Source: an optimization exercise on an open RTL-to-GDS flow (aim: small area). Production flows keep margins and buffers that such runs may drop. Only simulation tests tie the RTL to the original design; equivalence was not proved. Power is estimated from default activity; no workload was simulated.

==> run D <==
==> flow/design.v <==
module program_counter(i_clk, i_arst, i_imm, i_target, i_jump, i_taken, o_pc, o_pc_next);
input i_clk;
input i_arst;
input [29:0] i_imm;		 
input [25:0] i_target;		 
input i_jump;
input i_taken;
output reg [29:0] o_pc;
output [31:0] o_pc_next;	 
wire [29:0] pc_plus4 = o_pc + 30'd1;
wire [29:0] pc_branch = o_pc + i_imm + 30'd1;
wire [29:0] pc_next = i_jump ? {pc_plus4[29:26], i_target} :
		      i_taken ? pc_branch : pc_plus4;
assign o_pc_next = {pc_next, 2'b00};
always @(posedge i_clk, posedge i_arst)
	if (i_arst)
		o_pc <= 30'd0;
	else
		o_pc <= pc_next;
endmodule
module sign_extender(i_input16, o_output32);
input [15:0] i_input16;
output [31:0] o_output32;
assign o_output32 = {{16{i_input16[15]}}, i_input16};
endmodule
module main_decoder(i_opcode, o_reg_write, o_reg_dst, o_alu_src, o_memto_reg, o_mem_write,
			o_branch, o_branch_ne, o_jump);
input [5:0] i_opcode;
output o_reg_write;	 
output o_reg_dst;	 
output o_alu_src;	 
output o_memto_reg;	 
output o_mem_write;	 
output o_branch;	 
output o_branch_ne;	 
output o_jump;		 
wire mem = i_opcode[5];
wire imm = i_opcode[3];
assign o_reg_write = mem ? ~imm : (imm | ~(i_opcode[2] | i_opcode[1]));
assign o_reg_dst = ~imm & ~mem;
assign o_alu_src = imm | mem;
assign o_memto_reg = mem;
assign o_mem_write = mem & imm;
assign o_branch = ~mem & ~imm & i_opcode[2];
assign o_branch_ne = i_opcode[0];
assign o_jump = ~mem & ~imm & i_opcode[1];
endmodule
module alu_decoder(i_opcode, i_funct, o_sub, o_slt, o_logic, o_logic_sel,
			o_shift, o_shift_left, o_shift_rot, o_shift_arith);
input [5:0] i_opcode;
input [5:0] i_funct;
output o_sub;			 
output o_slt;			 
output o_logic;			 
output [1:0] o_logic_sel;	 
output o_shift;			 
output o_shift_left;		 
output o_shift_rot;		 
output o_shift_arith;		 
wire imm = i_opcode[3];
wire [2:0] f = imm ? i_opcode[2:0] : i_funct[2:0];
assign o_sub = ~i_opcode[5] & f[1];
assign o_slt = imm ? i_opcode[1] : i_funct[3];
assign o_logic = f[2];
assign o_logic_sel = f[1:0];
assign o_shift = ~imm & ~i_funct[5];
assign o_shift_left = i_funct[3] | ~(i_funct[2] | i_funct[1]);
assign o_shift_rot = i_funct[3] | i_funct[2];
assign o_shift_arith = i_funct[0];
endmodule
module barrel_shifter(i_data, i_shift_count, i_left, i_rot, i_arith, o_data);
input [31:0] i_data;
input [4:0] i_shift_count;
input i_left;		 
input i_rot;		 
input i_arith;		 
output [31:0] o_data;
wire [4:0] n = i_left ? (5'd0 - i_shift_count) : i_shift_count;
wire [31:0] r0 = n[0] ? {i_data[0], i_data[31:1]} : i_data;
wire [31:0] r1 = n[1] ? {r0[1:0], r0[31:2]} : r0;
wire [31:0] r2 = n[2] ? {r1[3:0], r1[31:4]} : r1;
wire [31:0] r3 = n[3] ? {r2[7:0], r2[31:8]} : r2;
wire [31:0] rotated = n[4] ? {r3[15:0], r3[31:16]} : r3;
wire [31:0] low = ~(32'hffffffff << i_shift_count);
wire fill = i_arith & i_data[31];
genvar i;
generate
	for (i = 0; i < 32; i = i + 1) begin : g_bit
		wire wrapped = ~i_rot & (i_left ? low[i] : low[31 - i]);
		assign o_data[i] = wrapped ? fill : rotated[i];
	end
endgenerate
endmodule
module ALU(i_a, i_b, i_rt, i_shamt, i_sub, i_slt, i_logic, i_logic_sel, i_shift, i_shift_left,
		i_shift_rot, i_shift_arith, o_sum, o_equal, o_result);
input [31:0] i_a;
input [31:0] i_b;
input [31:0] i_rt;			 
input [4:0] i_shamt;
input i_sub;
input i_slt;
input i_logic;
input [1:0] i_logic_sel;
input i_shift;
input i_shift_left;
input i_shift_rot;
input i_shift_arith;
output [31:0] o_sum;
output o_equal;
output [31:0] o_result;
wire carry;
assign {carry, o_sum} = {1'b0, i_a} + {1'b0, i_b ^ {32{i_sub}}} + {32'd0, i_sub};
wire [31:0] x = i_a ^ i_b;
assign o_equal = i_a == i_rt;
reg [31:0] logic_res;
always @(*)
	case (i_logic_sel)
		2'b00: logic_res = i_a & i_b;
		2'b01: logic_res = i_a | i_b;
		2'b10: logic_res = x;
		default: logic_res = ~(i_a | i_b);
	endcase
wire [31:0] shifted;
barrel_shifter bs_inst(.i_data(i_rt), .i_shift_count(i_shamt), .i_left(i_shift_left),
			.i_rot(i_shift_rot), .i_arith(i_shift_arith), .o_data(shifted));
assign o_result = i_shift ? shifted :
		  i_logic ? logic_res :
		  i_slt ? {31'd0, ~carry} : o_sum;
endmodule
module register_file(i_clk, i_arst, i_we, i_addr_1, i_addr_2, i_addr_3, i_wdata, o_rdata_1, o_rdata_2);
input i_clk;
input i_arst;
input i_we;
input [4:0] i_addr_1;
input [4:0] i_addr_2;
input [4:0] i_addr_3;
input [31:0] i_wdata;
output [31:0] o_rdata_1;
output [31:0] o_rdata_2;
reg [31:0] registers [1:31];
reg [31:1] valid;
wire [31:1] we;
wire [31:1] sel_1, sel_2;
wire [32*31-1:0] data;
genvar i;
generate
	for (i = 1; i < 32; i = i + 1) begin : g_reg
		assign we[i] = i_we & (i_addr_3 == i);
		always @(posedge i_clk)
			if (we[i])
				registers[i] <= i_wdata;
		assign sel_1[i] = valid[i] & (i_addr_1 == i);
		assign sel_2[i] = valid[i] & (i_addr_2 == i);
		assign data[32*(i-1) +: 32] = registers[i];
	end
endgenerate
always @(posedge i_clk, posedge i_arst)
	if (i_arst)
		valid <= 31'd0;
	else
		valid <= valid | we;
read_port rp1_inst(.i_sel(sel_1), .i_data(data), .o_data(o_rdata_1));
read_port rp2_inst(.i_sel(sel_2), .i_data(data), .o_data(o_rdata_2));
endmodule
module read_port(i_sel, i_data, o_data);
input [31:1] i_sel;
input [32*31-1:0] i_data;
output reg [31:0] o_data;
integer j;
always @(*) begin
	o_data = 32'd0;
	for (j = 1; j < 32; j = j + 1)
		o_data = o_data | ({32{i_sel[j]}} & i_data[32*(j-1) +: 32]);
end
endmodule
module MIPS(i_clk, i_arst, o_pc_cur, o_pc_next, i_instr, o_mem_addr, o_mem_wdata, o_mem_we, i_mem_rdata);
input i_clk;
input i_arst;
output wire [31:0] o_pc_cur;
output wire [31:0] o_pc_next;
input [31:0] i_instr;
output wire [31:0] o_mem_addr;
output wire [31:0] o_mem_wdata;
output wire o_mem_we;
input [31:0] i_mem_rdata;
wire [5:0] op = i_instr[31:26];
wire reg_write, reg_dst, alu_src, mem_to_reg, mem_write, branch, branch_ne, jump;
wire sub, slt, logic_op, shift;
wire [1:0] logic_sel;
wire shift_left, shift_rot, shift_arith;
main_decoder dec_inst(.i_opcode(op),
			.o_reg_write(reg_write), .o_reg_dst(reg_dst), .o_alu_src(alu_src),
			.o_memto_reg(mem_to_reg), .o_mem_write(mem_write),
			.o_branch(branch), .o_branch_ne(branch_ne), .o_jump(jump));
alu_decoder alu_dec_inst(.i_opcode(op), .i_funct(i_instr[5:0]),
			.o_sub(sub), .o_slt(slt), .o_logic(logic_op), .o_logic_sel(logic_sel),
			.o_shift(shift), .o_shift_left(shift_left), .o_shift_rot(shift_rot),
			.o_shift_arith(shift_arith));
wire [31:0] rs_data, rt_data, wdata;
wire [4:0] waddr = reg_dst ? i_instr[15:11] : i_instr[20:16];
register_file rf_inst(.i_clk(i_clk), .i_arst(i_arst), .i_we(reg_write),
			.i_addr_1(i_instr[25:21]), .i_addr_2(i_instr[20:16]), .i_addr_3(waddr),
			.i_wdata(wdata), .o_rdata_1(rs_data), .o_rdata_2(rt_data));
wire [31:0] sign_imm;
sign_extender sx_inst(.i_input16(i_instr[15:0]), .o_output32(sign_imm));
wire [31:0] src_b = alu_src ? sign_imm : rt_data;
wire [31:0] sum, alu_result;
wire equal;
ALU alu_inst(.i_a(rs_data), .i_b(src_b), .i_rt(rt_data), .i_shamt(i_instr[10:6]),
		.i_sub(sub), .i_slt(slt), .i_logic(logic_op), .i_logic_sel(logic_sel),
		.i_shift(shift), .i_shift_left(shift_left), .i_shift_rot(shift_rot),
		.i_shift_arith(shift_arith),
		.o_sum(sum), .o_equal(equal), .o_result(alu_result));
assign wdata = mem_to_reg ? i_mem_rdata : alu_result;
assign o_mem_addr = sum;
assign o_mem_wdata = rt_data;
assign o_mem_we = mem_write;
wire [29:0] pc;
wire taken = branch & (equal ^ branch_ne);
program_counter pc_inst(.i_clk(i_clk), .i_arst(i_arst), .i_imm(sign_imm[29:0]),
			.i_target(i_instr[25:0]), .i_jump(jump), .i_taken(taken), .o_pc(pc),
			.o_pc_next(o_pc_next));
assign o_pc_cur = {pc, 2'b00};
endmodule
==> flow/flow/run.sh <==
#!/bin/bash
# Own layout flow: the standard ORFS flow, with
#  - port buffers of the smallest buffer cell;
#  - clock tree without dummy loads.
# Each tool's output goes to the ORFS logs under orfs/logs; make's own output to flow_make.log.
set -euo pipefail
WORK=$(cd "$(dirname "$0")/.." && pwd)
cd "$WORK"

sed "s|log_cmd abc {\*}\$abc_args|log_cmd abc -script $WORK/flow/abc_area.script {*}[lrange \$abc_args 2 end]|" \
	"$FLOW_HOME/scripts/synth.tcl" > "$WORK/flow_synth_core.tcl"
grep -q "flow/abc_area.script" "$WORK/flow_synth_core.tcl"
sed "s|source \$::env(SCRIPTS_DIR)/synth.tcl|source $WORK/flow_synth_core.tcl|" \
	"$WORK/synth_recipe.tcl" > "$WORK/flow_synth.tcl"
grep -q "flow_synth_core.tcl" "$WORK/flow_synth.tcl"

export BUFFER_PORTS_ARGS="-buffer_cell sky130_fd_sc_hd__buf_1"
export CTS_ARGS="-sink_clustering_enable -repair_clock_nets -dont_use_dummy_load -buf_list {sky130_fd_sc_hd__clkbuf_4 sky130_fd_sc_hd__clkbuf_8}"

bash "$WORK/standard.sh" SYNTH_SCRIPT="$WORK/flow_synth.tcl" finish > "$WORK/flow_make.log" 2>&1
test -s "$WORK/out/final.def"
==> flow/flow/abc_area.script <==
strash
&get -n
&st
&syn2
&dch
&nf -a
&st
&dch
&nf -a
&put
topo
stime -c
buffer -c
upsize -c
dnsize -c
==> flow/standard.sh <==
#!/bin/bash
# synth_recipe.tcl (not shown) runs the flow's synth.tcl, then flattens the netlist and writes it again
# the make line also repeats each setting of config.mk as NAME=value (left out here)
make -C /OpenROAD-flow-scripts/flow DESIGN_CONFIG=/design/flow/config.mk WORK_HOME=/design/flow/orfs CLKGATE_MAP_FILE= SYNTH_SCRIPT=/design/flow/synth_recipe.tcl "${@:-finish}"
==> flow/config.mk <==
export PLATFORM = sky130hd
export DESIGN_NAME = MIPS
export DESIGN_NICKNAME = MIPS
export VERILOG_FILES = /design/flow/design.v
export SDC_FILE = /design/flow/constraint.sdc
export NUM_CORES = 4
export LEC_CHECK = 0
export CAP_MARGIN = 20
export CORE_MARGIN = 2
export CORE_UTILIZATION = 55
export GPL_TIMING_DRIVEN = 0
export SETUP_SLACK_MARGIN = 0.4
export SLEW_MARGIN = 20
export SYNTH_HIERARCHICAL = 1
export SYNTH_MINIMUM_KEEP_SIZE = 200
==> flow/constraint.sdc <==
create_clock -name core_clock -period 14.0 [get_ports {i_clk}]
set_input_delay 2.8000 -clock core_clock [delete_from_list [all_inputs] [get_ports {i_clk}]]
set_output_delay 2.8000 -clock core_clock [all_outputs]
set_load 0.01 [all_outputs]
==> run H (differences from run D) <==
--- a/flow/design.v
+++ b/flow/design.v
@@ -60,5 +60,5 @@
 wire imm = i_opcode[3];
 wire [2:0] f = imm ? i_opcode[2:0] : i_funct[2:0];
-assign o_sub = ~i_opcode[5] & f[1];
+assign o_sub = ~i_opcode[5] & f[1] & ~f[2];	 
 assign o_slt = imm ? i_opcode[1] : i_funct[3];
 assign o_logic = f[2];
@@ -92,9 +92,11 @@
 endgenerate
 endmodule
-module ALU(i_a, i_b, i_rt, i_shamt, i_sub, i_slt, i_logic, i_logic_sel, i_shift, i_shift_left,
+module ALU(i_a, i_b, i_rt, i_rdata, i_load, i_shamt, i_sub, i_slt, i_logic, i_logic_sel, i_shift, i_shift_left,
 		i_shift_rot, i_shift_arith, o_sum, o_equal, o_result);
 input [31:0] i_a;
 input [31:0] i_b;
 input [31:0] i_rt;			 
+input [31:0] i_rdata;			 
+input i_load;				 
 input [4:0] i_shamt;
 input i_sub;
@@ -111,20 +113,21 @@
 wire carry;
 assign {carry, o_sum} = {1'b0, i_a} + {1'b0, i_b ^ {32{i_sub}}} + {32'd0, i_sub};
-wire [31:0] x = i_a ^ i_b;
 assign o_equal = i_a == i_rt;
-reg [31:0] logic_res;
-always @(*)
-	case (i_logic_sel)
-		2'b00: logic_res = i_a & i_b;
-		2'b01: logic_res = i_a | i_b;
-		2'b10: logic_res = x;
-		default: logic_res = ~(i_a | i_b);
-	endcase
+wire [31:0] p = i_a ^ i_b;
+wire [31:0] g = i_a & i_b;
 wire [31:0] shifted;
 barrel_shifter bs_inst(.i_data(i_rt), .i_shift_count(i_shamt), .i_left(i_shift_left),
 			.i_rot(i_shift_rot), .i_arith(i_shift_arith), .o_data(shifted));
-assign o_result = i_shift ? shifted :
-		  i_logic ? logic_res :
-		  i_slt ? {31'd0, ~carry} : o_sum;
+wire alu = ~i_load & ~i_shift;
+wire s_sh = ~i_load & i_shift;
+wire s_lg = alu & i_logic;
+wire s_sum = alu & ~i_logic & ~i_slt;
+wire s_slt = alu & ~i_logic & i_slt;
+wire t_g = s_lg & ~i_logic_sel[1];			 
+wire t_p = s_lg & (i_logic_sel[1] ^ i_logic_sel[0]);	 
+wire t_0 = s_lg & i_logic_sel[1] & i_logic_sel[0];	 
+assign o_result = ({32{i_load}} & i_rdata) | ({32{s_sh}} & shifted) |
+		  ({32{s_sum}} & o_sum) | {31'd0, s_slt & ~carry} |
+		  ({32{t_g}} & g) | ({32{t_p}} & p) | ({32{t_0}} & ~(p | g));
 endmodule
 module register_file(i_clk, i_arst, i_we, i_addr_1, i_addr_2, i_addr_3, i_wdata, o_rdata_1, o_rdata_2);
@@ -205,12 +208,11 @@
 sign_extender sx_inst(.i_input16(i_instr[15:0]), .o_output32(sign_imm));
 wire [31:0] src_b = alu_src ? sign_imm : rt_data;
-wire [31:0] sum, alu_result;
+wire [31:0] sum;
 wire equal;
-ALU alu_inst(.i_a(rs_data), .i_b(src_b), .i_rt(rt_data), .i_shamt(i_instr[10:6]),
+ALU alu_inst(.i_a(rs_data), .i_b(src_b), .i_rt(rt_data), .i_rdata(i_mem_rdata), .i_load(mem_to_reg), .i_shamt(i_instr[10:6]),
 		.i_sub(sub), .i_slt(slt), .i_logic(logic_op), .i_logic_sel(logic_sel),
 		.i_shift(shift), .i_shift_left(shift_left), .i_shift_rot(shift_rot),
 		.i_shift_arith(shift_arith),
-		.o_sum(sum), .o_equal(equal), .o_result(alu_result));
-assign wdata = mem_to_reg ? i_mem_rdata : alu_result;
+		.o_sum(sum), .o_equal(equal), .o_result(wdata));
 assign o_mem_addr = sum;
 assign o_mem_wdata = rt_data;
==> flow/flow/run.sh (replaced) <==
#!/bin/bash
# Own layout flow: the standard ORFS flow (standard.sh), with these changes:
#  - port buffers of the smallest buffer cell (buf_1);
#  - the repair of slew and capacitance after placement uses small cells (flow/resize_pre.tcl);
#  - clock tree of clkbuf_4 in clusters of up to 10 sinks, without dummy loads.
# Each tool writes its full output to its own log under orfs/logs/; make's output goes to
# flow_make.log in the work folder.
set -euo pipefail
WORK=$(cd "$(dirname "$0")/.." && pwd)
cd "$WORK"

CORE="$WORK/flow_synth_core.tcl"
awk -v gates="$WORK/flow/read_port_gates.v" -v abcs="$WORK/flow/abc_area.script" '
	/^read_checkpoint .*1_1_yosys_canonicalize.rtlil/ {
		print; print "delete read_port"; print "read_verilog -overwrite " gates; n1++; next }
	/^  log_cmd abc \{\*\}\$abc_args$/ {
		print "  log_cmd abc -script " abcs " {*}[lrange $abc_args 2 end]"; n2++; next }
	{ print }
	END { if (n1 != 1 || n2 != 1) exit 1 }' "$FLOW_HOME/scripts/synth.tcl" > "$CORE"
sed "s|source \$::env(SCRIPTS_DIR)/synth.tcl|source $CORE|" "$WORK/synth_recipe.tcl" > "$WORK/flow_synth.tcl"
grep -q "flow_synth_core.tcl" "$WORK/flow_synth.tcl"

export PRE_RESIZE_TCL="$WORK/flow/resize_pre.tcl"
export BUFFER_PORTS_ARGS="-buffer_cell sky130_fd_sc_hd__buf_1"
export CTS_ARGS="-sink_clustering_enable -repair_clock_nets -dont_use_dummy_load -buf_list {sky130_fd_sc_hd__clkbuf_4} -sink_clustering_size 10 -sink_clustering_max_diameter 50"

bash "$WORK/standard.sh" SYNTH_SCRIPT="$WORK/flow_synth.tcl" SYNTH_OPERATIONS_ARGS=-noshare ADDER_MAP_FILE= \
	${FLOW_TARGET:-finish} > "$WORK/flow_make.log" 2>&1
[[ -n "${FLOW_TARGET:-}" ]] || test -s "$WORK/out/final.def"
==> flow/flow/abc_area.script (replaced) <==
strash
&get -n
&st
&syn2
&dch -f
&nf -a -R 1000
&st
&syn2
&dch -f
&nf -a -R 1000
&st
&dch -f
&nf -a -R 1000
&put
topo
==> flow/flow/read_port_gates.v (new file) <==
// read_port mapped onto sky130_fd_sc_hd cells (read by the flow's synthesis in place of the
// RTL read_port of register.v). Per bit: ten a222oi_1 and one nand2_1 give eleven active-low
// terms, two nand4_1 and a nand3_1 merge them, and an or3_1 gives the bit.
module read_port(i_sel, i_data, o_data);
input [31:1] i_sel;
input [32*31-1:0] i_data;
output [31:0] o_data;
genvar b, g;
generate
	for (b = 0; b < 32; b = b + 1) begin : g_bit
		wire [10:0] n;
		wire [2:0] m;
		for (g = 0; g < 10; g = g + 1) begin : g_grp
			sky130_fd_sc_hd__a222oi_1 u_a (
				.A1(i_sel[3*g+1]), .A2(i_data[32*(3*g)+b]),
				.B1(i_sel[3*g+2]), .B2(i_data[32*(3*g+1)+b]),
				.C1(i_sel[3*g+3]), .C2(i_data[32*(3*g+2)+b]), .Y(n[g]));
		end
		sky130_fd_sc_hd__nand2_1 u_n (.A(i_sel[31]), .B(i_data[32*30+b]), .Y(n[10]));
		sky130_fd_sc_hd__nand4_1 u_m0 (.A(n[0]), .B(n[1]), .C(n[2]), .D(n[3]), .Y(m[0]));
		sky130_fd_sc_hd__nand4_1 u_m1 (.A(n[4]), .B(n[5]), .C(n[6]), .D(n[7]), .Y(m[1]));
		sky130_fd_sc_hd__nand3_1 u_m2 (.A(n[8]), .B(n[9]), .C(n[10]), .Y(m[2]));
		sky130_fd_sc_hd__or3_1 u_o (.A(m[0]), .B(m[1]), .C(m[2]), .X(o_data[b]));
	end
endgenerate
endmodule
==> flow/flow/resize_pre.tcl (new file) <==
# Sourced by ORFS's resize step (PRE_RESIZE_TCL) before repair_design: fix slew and
# capacitance with small buffers and gates rather than the big buffers the repair
# otherwise picks. Later steps (timing repair after CTS and global route) may still
# use every cell.
set_dont_use {sky130_fd_sc_hd__buf_6 sky130_fd_sc_hd__buf_8 sky130_fd_sc_hd__buf_12
	sky130_fd_sc_hd__buf_16 sky130_fd_sc_hd__clkbuf_* sky130_fd_sc_hd__dlygate*
	sky130_fd_sc_hd__clkdly* sky130_fd_sc_hd__dlymetal* sky130_fd_sc_hd__bufbuf*
	sky130_fd_sc_hd__bufinv* sky130_fd_sc_hd__*_4 sky130_fd_sc_hd__*_8}
Settings changed: CORE_UTILIZATION 55 to 50, SETUP_SLACK_MARGIN 0.4 to 0.3, SYNTH_HIERARCHICAL 1 to default, SYNTH_MINIMUM_KEEP_SIZE 200 to default.
==> comparison <==
- Against run H, the clock skew of run D is lower by 0.11 ns.
- In run H the final area is lower than in run D, by 11%.
- Of run H and run D, run H has the higher wire length (gap about 1.8%, measured against run D).
- In run H the first-iteration DRC count is higher than in run D, by 42%.
- Of run H and run D, run H has the higher sequential share of layout area (gap 6.4 points).
- In sequential cell count, run H and run D do not differ.
==> figures <==
                                                             run D                    run H
Result of the run                          complete, no violations  complete, no violations
Final nets                                                    4850                     4120
Inverters                                                      133                       32
Worst-Skew Late Latency                                    0.84 ns                  1.09 ns
Net switching power figure                                2.720 mW                 2.382 mW
Overall global routing resource usage                       38.76%                   40.19%
Number of global-route vias before repair                    41191                    39898
Final period demand of the worst path                     12.97 ns                 13.50 ns
GRT met1 Usage                                              50.33%                   50.46%
Average instance area after synthesis                    12.72 um2                13.75 um2
Final HPWL DP                                            150500 um                145300 um
Register-to-register setup slack                           6.30 ns                  5.44 ns
Power Sequential                                           3.76 mW                  3.86 mW

-- afterwards: timing with drivers on the ports --
No port has a modelled driver above. Below, the same layouts with a new extraction and two added sets of constraints. Step 1 assumes that a clkbuf_16 drives the clock port and a buf_2 every other input. Step 2, shift: input delay + t, output delay - t, t = (earliest + latest rising clock arrival at the registers) / 2. This alone moves slack from input paths to output paths. a / b / c = ideal ports / drivers / drivers and shift; a / b = the first two.
| run | shift t [ns] | setup slack, ns | worst setup path after step 2 | slew at the worst register clock pin (ns) |
|---|---|---|---|---|
| run D | 0.877 | 1.029 / 0.997 / 0.997 | input to output | 0.06 / 0.06 |
| run H | 1.082 | 0.497 / 0.457 / 0.457 | input to output | 0.12 / 0.12 |
After both steps setup and hold are still met in every run listed. The setup slack of run H, which loses most, moves by -0.040 ns with the drivers and by -0.040 ns with both steps.
